From an optimization exercise on the open Yosys and OpenROAD flow, aimed at a short achievable clock period and few clock cycles; shortcuts taken in it are not production practice. Only simulation tests tie the RTL to the original design; equivalence was not proved. Power figures rest on the tool's default switching activity, not on a simulated workload.

### flow/flow/run.sh
#!/bin/bash
set -o pipefail
export SETUP_SLACK_MARGIN=${FLOW_SETUP_MARGIN:-11.7}
bash standard.sh > standard.log 2>&1
### flow/config.mk
export PLATFORM = sky130hd
export DESIGN_NAME = singlecycle
export DESIGN_NICKNAME = singlecycle
export VERILOG_FILES = /design/flow/design.v
export SDC_FILE = /design/flow/constraint.sdc
export NUM_CORES = 4
export LEC_CHECK = 0
export CAP_MARGIN = 20
export CORE_MARGIN = 2
export CORE_UTILIZATION = 40
export PLACE_DENSITY = 0.6
export SLEW_MARGIN = 20
### flow/constraint.sdc
create_clock -name core_clock -period 16.0 [get_ports {clk}]
set_input_delay 3.2000 -clock core_clock [delete_from_list [all_inputs] [get_ports {clk}]]
set_output_delay 3.2000 -clock core_clock [all_outputs]
set_load 0.01 [all_outputs]
### flow/standard.sh
#!/bin/bash
# synth_recipe.tcl (not shown) runs the flow's synth.tcl, then flattens the netlist and writes it again
# the make line also repeats each setting of config.mk as NAME=value (left out here)
make -C /OpenROAD-flow-scripts/flow DESIGN_CONFIG=/design/flow/config.mk WORK_HOME=/design/flow/orfs CLKGATE_MAP_FILE= SYNTH_SCRIPT=/design/flow/synth_recipe.tcl "${@:-finish}"
### flow/design.v
`timescale 1ns/1ps
 `timescale 1ns/1ps
module singlecycle
(
   input  logic        clk     ,
   input  logic        rst     ,
   output logic [12:0] imem_addr ,
   input  logic [31:0] imem_rdata,
   output logic [31:0] io_ledr ,
   output logic [31:0] io_ledg ,
   output logic [ 6:0] io_hex0 ,
   output logic [ 6:0] io_hex1 ,
   output logic [ 6:0] io_hex2 ,
   output logic [ 6:0] io_hex3 ,
   output logic [ 6:0] io_hex4 ,
   output logic [ 6:0] io_hex5 ,
   output logic [ 6:0] io_hex6 ,
   output logic [ 6:0] io_hex7 ,
   output logic [31:0] io_lcd  ,
   input  logic [31:0] io_sw   ,
   input  logic [ 3:0] io_btn  ,
   output logic [17:0]   SRAM_ADDR,
   input  logic [15:0]   SRAM_DQ_i ,
   output logic [15:0]   SRAM_DQ_o ,
   output logic          SRAM_DQ_oe,
   output logic          SRAM_CE_N,
   output logic          SRAM_WE_N,
   output logic          SRAM_LB_N,
   output logic          SRAM_UB_N,
   output logic          SRAM_OE_N
);
  localparam logic [6:0] OP_LUI   = 7'b0110111;
  localparam logic [6:0] OP_AUIPC = 7'b0010111;
  localparam logic [6:0] OP_JAL   = 7'b1101111;
  localparam logic [6:0] OP_JALR  = 7'b1100111;
  localparam logic [6:0] OP_BR    = 7'b1100011;
  localparam logic [6:0] OP_LD    = 7'b0000011;
  localparam logic [6:0] OP_ST    = 7'b0100011;
  localparam logic [6:0] OP_IMM   = 7'b0010011;
  localparam logic [6:0] OP_REG   = 7'b0110011;
  localparam int R_ADD = 0, R_SLT = 1, R_SLTU = 2, R_XOR = 3, R_OR = 4, R_AND = 5,
                 R_SLL = 6, R_SR = 7, R_B = 8, R_LINK = 9;
  logic [12:2] pc;             
  logic [31:0] ir;             
  logic        ir_v;           
  logic        ir_pt;          
  logic [12:2] pc_ex;          
  logic [12:2] pc1_ex;         
  logic [12:2] tgt_ex;         
  logic [31:0] opa, opb;       
  logic [15:0] ea_imm;         
  logic [31:0] rf [1:31];
  logic d_ld, d_st, d_br, d_jal, d_jalr, d_wr, d_u1, d_u2, d_sub, d_sra;
  logic [9:0] d_res;
  logic        st_rd_lo, st_rd_hi, st_wr_lo, st_peri;
  logic        m_lw, m_sw;     
  logic [ 4:0] ld_rd;
  logic [ 2:0] ld_f3;
  logic        ld_kill;        
  logic [15:0] lo_buf, hi_buf;
  logic [31:0] pr_q;           
  logic        pst_v;
  logic [ 4:0] pst_sel;        
  logic [ 3:0] pst_bm;
  logic [31:0] pst_d;
  logic [12:0] s_addr;
  logic [15:0] s_dq;
  logic        s_oe, s_ce_n, s_we_n, s_ub_n;
  assign imem_addr  = {pc, 2'b00};
  assign SRAM_ADDR  = {5'b0, s_addr};
  assign SRAM_DQ_o  = s_dq;
  assign SRAM_DQ_oe = s_oe;
  assign SRAM_CE_N  = s_ce_n;
  assign SRAM_WE_N  = s_we_n;
  assign SRAM_LB_N  = 1'b0;
  assign SRAM_UB_N  = s_ub_n;
  assign SRAM_OE_N  = 1'b0;
  logic [2:0] f3;
  logic [4:0] rd, rs1, rs2;
  assign f3  = ir[14:12];
  assign rd  = ir[11:7];
  assign rs1 = ir[19:15];
  assign rs2 = ir[24:20];
  logic [32:0] sum_c;
  logic [31:0] sum, sh_res, ex_res;
  logic        lt, ltu;
  assign sum_c = {opa, 1'b1} + {opb ^ {32{d_sub}}, d_sub};
  assign sum   = sum_c[32:1];
  assign ltu   = opa < opb;
  assign lt    = (opa[31] ^ opb[31]) ? opa[31] : ltu;
  always_comb begin
    if (!ir[14]) sh_res = opa << opb[4:0];
    else         sh_res = 32'({{32{d_sra & opa[31]}}, opa} >> opb[4:0]);
  end
  always_comb begin
    ex_res = 32'h0;
    if (d_res[R_ADD])  ex_res = ex_res | sum;
    if (d_res[R_SLT])  ex_res = ex_res | {31'b0, lt};
    if (d_res[R_SLTU]) ex_res = ex_res | {31'b0, ltu};
    if (d_res[R_XOR])  ex_res = ex_res | (opa ^ opb);
    if (d_res[R_OR])   ex_res = ex_res | (opa | opb);
    if (d_res[R_AND])  ex_res = ex_res | (opa & opb);
    if (d_res[R_SLL] || d_res[R_SR]) ex_res = ex_res | sh_res;
    if (d_res[R_B])    ex_res = ex_res | opb;
    if (d_res[R_LINK]) ex_res = ex_res | {19'b0, pc1_ex, 2'b00};
  end
  logic eq, taken, act_taken;
  assign eq = opa == opb;
  always_comb begin
    case (f3)
      3'b000:  taken = eq;
      3'b001:  taken = !eq;
      3'b100:  taken = lt;
      3'b101:  taken = !lt;
      3'b110:  taken = ltu;
      default: taken = !ltu;
    endcase
  end
  assign act_taken = d_jal || d_jalr || (d_br && taken);
  logic [12:0] jalr_sum;
  logic [12:2] tgt;
  assign jalr_sum = opa[12:0] + opb[12:0];
  assign tgt      = d_jalr ? jalr_sum[12:2] : act_taken ? tgt_ex : pc1_ex;
  logic [15:0] ea;
  assign ea = opa[15:0] + ea_imm;
  logic ld_pend, hazard, busy, stall, fire, ex_we, redirect;
  assign ld_pend  = (st_rd_lo || st_rd_hi || st_peri) && !ld_kill;
  assign hazard   = ld_pend && ((d_u1 && rs1 == ld_rd) || (d_u2 && rs2 == ld_rd));
  assign busy     = (d_ld || d_st) && ((st_rd_lo && m_lw) || (st_wr_lo && m_sw));
  assign stall    = ir_v && (hazard || busy);
  assign fire     = ir_v && !stall;
  assign ex_we    = fire && d_wr;
  assign redirect = fire && (d_jalr || (act_taken != ir_pt));
  logic [31:0] pr_word, ld_word, ld_data;
  logic        ld_we;
  always_comb begin
    pr_word = 32'h0;
    if (ea[11:8] == 4'h0) begin
      case (ea[7:0])
        8'h00: pr_word = ledr_n;
        8'h10: pr_word = ledg_n;
        8'h20: pr_word = {1'b0, hlo_n[30:24], 1'b0, hlo_n[22:16], 1'b0, hlo_n[14:8], 1'b0, hlo_n[6:0]};
        8'h24: pr_word = {1'b0, hhi_n[30:24], 1'b0, hhi_n[22:16], 1'b0, hhi_n[14:8], 1'b0, hhi_n[6:0]};
        8'h30: pr_word = lcd_n;
        default: pr_word = 32'h0;
      endcase
    end else if (ea[11:8] == 4'h8) begin
      case (ea[7:0])
        8'h00: pr_word = io_sw;
        8'h10: pr_word = {28'h0, io_btn};
        default: pr_word = 32'h0;
      endcase
    end
  end
  assign ld_word = st_peri ? pr_q : st_rd_hi ? {SRAM_DQ_i, lo_buf} : {16'h0, SRAM_DQ_i};
  always_comb begin
    case (ld_f3)
      3'b000:  ld_data = {{24{ld_word[7]}}, ld_word[7:0]};
      3'b001:  ld_data = {{16{ld_word[15]}}, ld_word[15:0]};
      3'b100:  ld_data = {24'h0, ld_word[7:0]};
      3'b101:  ld_data = {16'h0, ld_word[15:0]};
      default: ld_data = ld_word;
    endcase
  end
  assign ld_we = ((st_rd_lo && !m_lw) || st_rd_hi || st_peri) && !ld_kill;
  logic [31:0] fi;
  logic [6:0]  f_op;
  logic [2:0]  f_f3;
  logic [4:0]  f_rs1, f_rs2, f_rd;
  assign fi    = imem_rdata;
  assign f_op  = fi[6:0];
  assign f_f3  = fi[14:12];
  assign f_rd  = fi[11:7];
  assign f_rs1 = fi[19:15];
  assign f_rs2 = fi[24:20];
  logic f_lui, f_auipc, f_jal, f_jalr, f_br, f_ld, f_st, f_imm, f_reg;
  assign f_lui   = f_op == OP_LUI;
  assign f_auipc = f_op == OP_AUIPC;
  assign f_jal   = f_op == OP_JAL;
  assign f_jalr  = f_op == OP_JALR;
  assign f_br    = (f_op == OP_BR) && (f_f3[2] || !f_f3[1]);
  assign f_ld    = (f_op == OP_LD) && (f_f3 == 3'b000 || f_f3 == 3'b001 || f_f3 == 3'b010 ||
                                       f_f3 == 3'b100 || f_f3 == 3'b101);
  assign f_st    = (f_op == OP_ST) && (f_f3 == 3'b000 || f_f3 == 3'b001 || f_f3 == 3'b010);
  assign f_imm   = f_op == OP_IMM;
  assign f_reg   = f_op == OP_REG;
  logic f_alu;
  logic [9:0] f_res;
  assign f_alu = f_imm || f_reg;
  always_comb begin
    f_res = '0;
    if (f_alu) begin
      case (f_f3)
        3'b000: f_res[R_ADD]  = 1'b1;
        3'b001: f_res[R_SLL]  = 1'b1;
        3'b010: f_res[R_SLT]  = 1'b1;
        3'b011: f_res[R_SLTU] = 1'b1;
        3'b100: f_res[R_XOR]  = 1'b1;
        3'b101: f_res[R_SR]   = 1'b1;
        3'b110: f_res[R_OR]   = 1'b1;
        3'b111: f_res[R_AND]  = 1'b1;
      endcase
    end
    f_res[R_B]    = f_lui || f_auipc;
    f_res[R_LINK] = f_jal || f_jalr;
  end
  logic        f_pt;
  logic [12:2] f_jtgt, f_btgt, f_tgt, f_pc1;
  assign f_pt   = f_jal || ((f_op == OP_BR) && fi[31]);
  assign f_jtgt = pc + {fi[12], fi[20], fi[30:22]};
  assign f_btgt = pc + {fi[31], fi[7], fi[30:25], fi[11:9]};
  assign f_tgt  = ({11{fi[2]}} & f_jtgt) | ({11{!fi[2]}} & f_btgt);
  assign f_pc1  = pc + 11'd1;
  logic [31:0] f_immi, f_immb, f_auipc_v;
  assign f_immi    = {{20{fi[31]}}, fi[31:20]};
  assign f_auipc_v = {fi[31:12] + {19'b0, pc[12]}, pc[11:2], 2'b00};
  assign f_immb    = f_lui ? {fi[31:12], 12'h0} : f_auipc ? f_auipc_v : f_immi;
  logic [31:0] f_a, f_b;
  always_comb begin
    if (ex_we && rd == f_rs1)         f_a = ex_res;
    else if (ld_we && ld_rd == f_rs1) f_a = ld_data;
    else if (f_rs1 == 5'd0)           f_a = 32'h0;
    else                              f_a = rf[f_rs1];
    if (!(f_reg || f_br || f_st))     f_b = f_immb;
    else if (ex_we && rd == f_rs2)    f_b = ex_res;
    else if (ld_we && ld_rd == f_rs2) f_b = ld_data;
    else if (f_rs2 == 5'd0)           f_b = 32'h0;
    else                              f_b = rf[f_rs2];
  end
  always_ff @(posedge clk) begin
    for (int i = 1; i < 32; i++) begin
      if (rst)                             rf[i] <= 32'h0;
      else if (ex_we && rd == 5'(i))       rf[i] <= ex_res;
      else if (ld_we && ld_rd == 5'(i))    rf[i] <= ld_data;
    end
  end
  always_ff @(posedge clk) begin
    if (rst) begin
      pc   <= '0;
      ir_v <= 1'b0;
    end else if (redirect) begin
      pc   <= tgt;
      ir_v <= 1'b0;
    end else if (!stall) begin
      pc   <= f_pt ? f_tgt : f_pc1;
      ir_v <= 1'b1;
    end
  end
  always_ff @(posedge clk) begin
    if (!stall) begin
      ir     <= fi;
      ir_pt  <= f_pt;
      pc_ex  <= pc;
      pc1_ex <= f_pc1;
      tgt_ex <= f_tgt;
      opa    <= f_a;
      opb    <= f_b;
      ea_imm <= f_st ? {{4{fi[31]}}, fi[31:25], fi[11:7]} : f_immi[15:0];
      d_ld   <= f_ld;
      d_st   <= f_st;
      d_br   <= f_br;
      d_jal  <= f_jal;
      d_jalr <= f_jalr;
      d_wr   <= (f_lui || f_auipc || f_jal || f_jalr || f_imm || f_reg) && (f_rd != 5'd0);
      d_u1   <= f_jalr || f_br || f_ld || f_st || f_imm || f_reg;
      d_u2   <= f_br || f_st || f_reg;
      d_sub  <= f_reg && fi[30] && (f_f3 == 3'b000);
      d_sra  <= fi[30];
      d_res  <= f_res;
    end else begin
      if (ld_we && ld_rd == rs1)         opa <= ld_data;
      if (ld_we && ld_rd == rs2 && d_u2) opb <= ld_data;
    end
  end
  logic iss_ld, iss_st;
  assign iss_ld = fire && d_ld;
  assign iss_st = fire && d_st;
  always_ff @(posedge clk) begin
    if (rst) begin
      st_rd_lo <= 1'b0; st_rd_hi <= 1'b0; st_wr_lo <= 1'b0; st_peri <= 1'b0;
      m_lw <= 1'b0; m_sw <= 1'b0; ld_kill <= 1'b0; ld_rd <= 5'd0;
      s_ce_n <= 1'b1; s_we_n <= 1'b1; s_oe <= 1'b0;
      pst_v <= 1'b0;
    end else begin
      st_rd_lo <= 1'b0; st_rd_hi <= 1'b0; st_wr_lo <= 1'b0; st_peri <= 1'b0;
      s_ce_n <= 1'b1; s_we_n <= 1'b1; s_oe <= 1'b0;
      pst_v <= iss_st && ea[14] && (ea[11:8] == 4'h0);
      if (ex_we && rd == ld_rd) ld_kill <= 1'b1;
      if (iss_ld) begin
        ld_rd   <= rd;
        ld_f3   <= f3;
        ld_kill <= rd == 5'd0;
        m_lw    <= (f3 == 3'b010);
        pr_q    <= pr_word;
        if (ea[14]) st_peri <= 1'b1;
        else begin
          st_rd_lo <= 1'b1;
          s_ce_n   <= 1'b0;
        end
      end else if (iss_st && !ea[14]) begin
        st_wr_lo <= 1'b1;
        m_sw     <= (f3 == 3'b010);
        s_ce_n   <= 1'b0;
        s_we_n   <= 1'b0;
        s_oe     <= 1'b1;
      end else if (st_rd_lo && m_lw) begin
        st_rd_hi <= 1'b1;
        s_ce_n   <= 1'b0;
      end else if (st_wr_lo && m_sw) begin
        s_ce_n   <= 1'b0;
        s_we_n   <= 1'b0;
        s_oe     <= 1'b1;
      end
    end
  end
  always_ff @(posedge clk) begin
    hi_buf <= opb[31:16];
    if ((st_rd_lo && m_lw) || (st_wr_lo && m_sw)) begin
      s_addr <= {s_addr[12:1], 1'b1};
      s_dq   <= hi_buf;
      s_ub_n <= 1'b0;
    end else begin
      s_addr <= {ea[12:1], 1'b0};
      s_dq   <= opb[15:0];
      s_ub_n <= (f3 == 3'b000);
    end
    if (st_rd_lo) lo_buf <= SRAM_DQ_i;
  end
  always_ff @(posedge clk) begin
    pst_sel <= {ea[7:0] == 8'h30, ea[7:0] == 8'h24, ea[7:0] == 8'h20,
                ea[7:0] == 8'h10, ea[7:0] == 8'h00};
    pst_bm  <= (f3 == 3'b000) ? 4'b0001 : (f3 == 3'b001) ? 4'b0011 : 4'b1111;
    pst_d   <= opb;
  end
  logic [31:0] ledr_n, ledg_n, lcd_n;
  logic [31:0] hex_q, hex_d;    
  logic [ 6:0] hex_n [0:7];
  assign hex_q = {1'b0, io_hex3, 1'b0, io_hex2, 1'b0, io_hex1, 1'b0, io_hex0};
  assign hex_d = {1'b0, io_hex7, 1'b0, io_hex6, 1'b0, io_hex5, 1'b0, io_hex4};
  function automatic logic [31:0] merge(input logic [31:0] q, input logic [31:0] d,
                                        input logic [3:0] bm, input logic en);
    for (int b = 0; b < 4; b++)
      merge[8*b +: 8] = (en && bm[b]) ? d[8*b +: 8] : q[8*b +: 8];
  endfunction
  logic [31:0] hlo_n, hhi_n;
  assign ledr_n = merge(io_ledr, pst_d, pst_bm, pst_v && pst_sel[0]);
  assign ledg_n = merge(io_ledg, pst_d, pst_bm, pst_v && pst_sel[1]);
  assign lcd_n  = merge(io_lcd,  pst_d, pst_bm, pst_v && pst_sel[4]);
  assign hlo_n  = merge(hex_q,   pst_d, pst_bm, pst_v && pst_sel[2]);
  assign hhi_n  = merge(hex_d,   pst_d, pst_bm, pst_v && pst_sel[3]);
  always_comb begin
    for (int b = 0; b < 4; b++) begin
      hex_n[b]     = hlo_n[8*b +: 7];
      hex_n[b + 4] = hhi_n[8*b +: 7];
    end
  end
  always_ff @(posedge clk) begin
    if (rst) begin
      io_ledr <= '0; io_ledg <= '0; io_lcd <= '0;
      io_hex0 <= '0; io_hex1 <= '0; io_hex2 <= '0; io_hex3 <= '0;
      io_hex4 <= '0; io_hex5 <= '0; io_hex6 <= '0; io_hex7 <= '0;
    end else begin
      io_ledr <= ledr_n; io_ledg <= ledg_n; io_lcd <= lcd_n;
      io_hex0 <= hex_n[0]; io_hex1 <= hex_n[1]; io_hex2 <= hex_n[2]; io_hex3 <= hex_n[3];
      io_hex4 <= hex_n[4]; io_hex5 <= hex_n[5]; io_hex6 <= hex_n[6]; io_hex7 <= hex_n[7];
    end
  end
endmodule
==> notes.md <==
==> layer usage <==
metal  overflow  GRT usage, %
met5          0         16.76
met4          1         49.34
met2          0         73.25
met3          0         35.89
met1          0         61.43
==> worst max-delay path by stage <==
stage	end	slack [ps]	cells past startpoint
after CTS	opb[8]$_DFFE_PP_	10910	15
after floorplan	opa[10]$_DFFE_PP_	10710	11
after global placement	opb[22]$_DFFE_PP_	7630	12
after detailed placement	opb[5]$_DFFE_PP_	8230	13
==> power groups by stage <==
stage                     registers, uW  logic, uW  clock network, uW
after floorplan                    3770        398                  0
after global placement             3800        629                  0
after detailed placement           3800        633                  0
after CTS                          3710        850               4100
==> metrics by stage <==
| step | utilization [%] | instances | worst slack (ps) | area [um2] | hold WS [ps] |
|---|---|---|---|---|---|
| CTS | 54.93 | 14110 | 10910 | 114900 | 484.7 |
| detailed placement | 44.36 | 13010 | 8234 | 92780 | 461.5 |
| global placement | 44.28 | 13000 | 7631 | 92620 | 452.5 |
| floorplan | - | 10710 | 10710 | 89470 | 368.6 |
==> cell families after synthesis <==
kind of cell	share of synthesized area [%]
compound gates	31.77
simple gates	17.41
flops	36.44
buf+inv	5.945
mux	4.441
fa+ha+maj	2.442
xor+xnor	1.543
other cells	0.004469
==> synthesized netlist by cell type, drive strengths merged, types with 59 or more instances <==
master	count
ha	159
a221oi	126
inv	142
a222oi	71
a211oi	937
a22oi	629
mux4	60
nand4	128
mux2i	190
clkbuf	927
nor4	59
o211ai	134
nand3	118
edfxtp	199
o21ai	231
nor2	2065
xnor2	67
o22ai	103
buf	201
nand2	750
dfxtp	1229
xor2	80
nor3	150
a21o	64
a21oi	1154
a22o	136
==> timing repair <==
item / in CTS
pin swaps: 513
gates cloned: 128
resized for setup: 2724
setup buffers: 664
endpoints found under the setup margin: 1383
==> reports/metrics.cfg <==
[run_status]
outcome=aborted with a tool error
stop_stage=5_1_grt
error=[ERROR GRT-0232] Routing congestion too high. Check the congestion heatmap in the GUI.

[synthesis]
synthCells=10700
synthTopCellsByArea=dfxtp_1 29%, nor2_1 9.2%, a211oi_1 8.4%
synth_top_area_cell=dfxtp_1
yosysSeqAreaShare_pct=36.44
synthDominantCellAreaShare_pct=29.32
synth.avg_cell_area_um2=7.841
async_reset_ff_share_pct=0
yosysWarnings=35
ys.flop_type=dfxtp_1
netlist_area_mm2=0.08391
ys_types=90
synth_edf_count=199
yosys_register_bits=1428

[die]
io_pins=291
die_y_um=462.0
die_x_um=462.0
start_util_pct=40.12
rows=168

[global_routing]
track_usage_pct=56.43
grt_max_degree=100
globalRouteOverflowTotal=1

[clocking]
cts_buffer_depth=3
cts.sinks=1428
htreeDepth=4
clock-root-buffer=clkbuf_16
postCtsHoldBufs=0
numCtsBuffers=167

[place]
portBuffers=281
hpwlAfterDp_um=333500
globalplace.congestion=1.063

Testbench counts, summed over its fixed seeds: cycles 35,525.
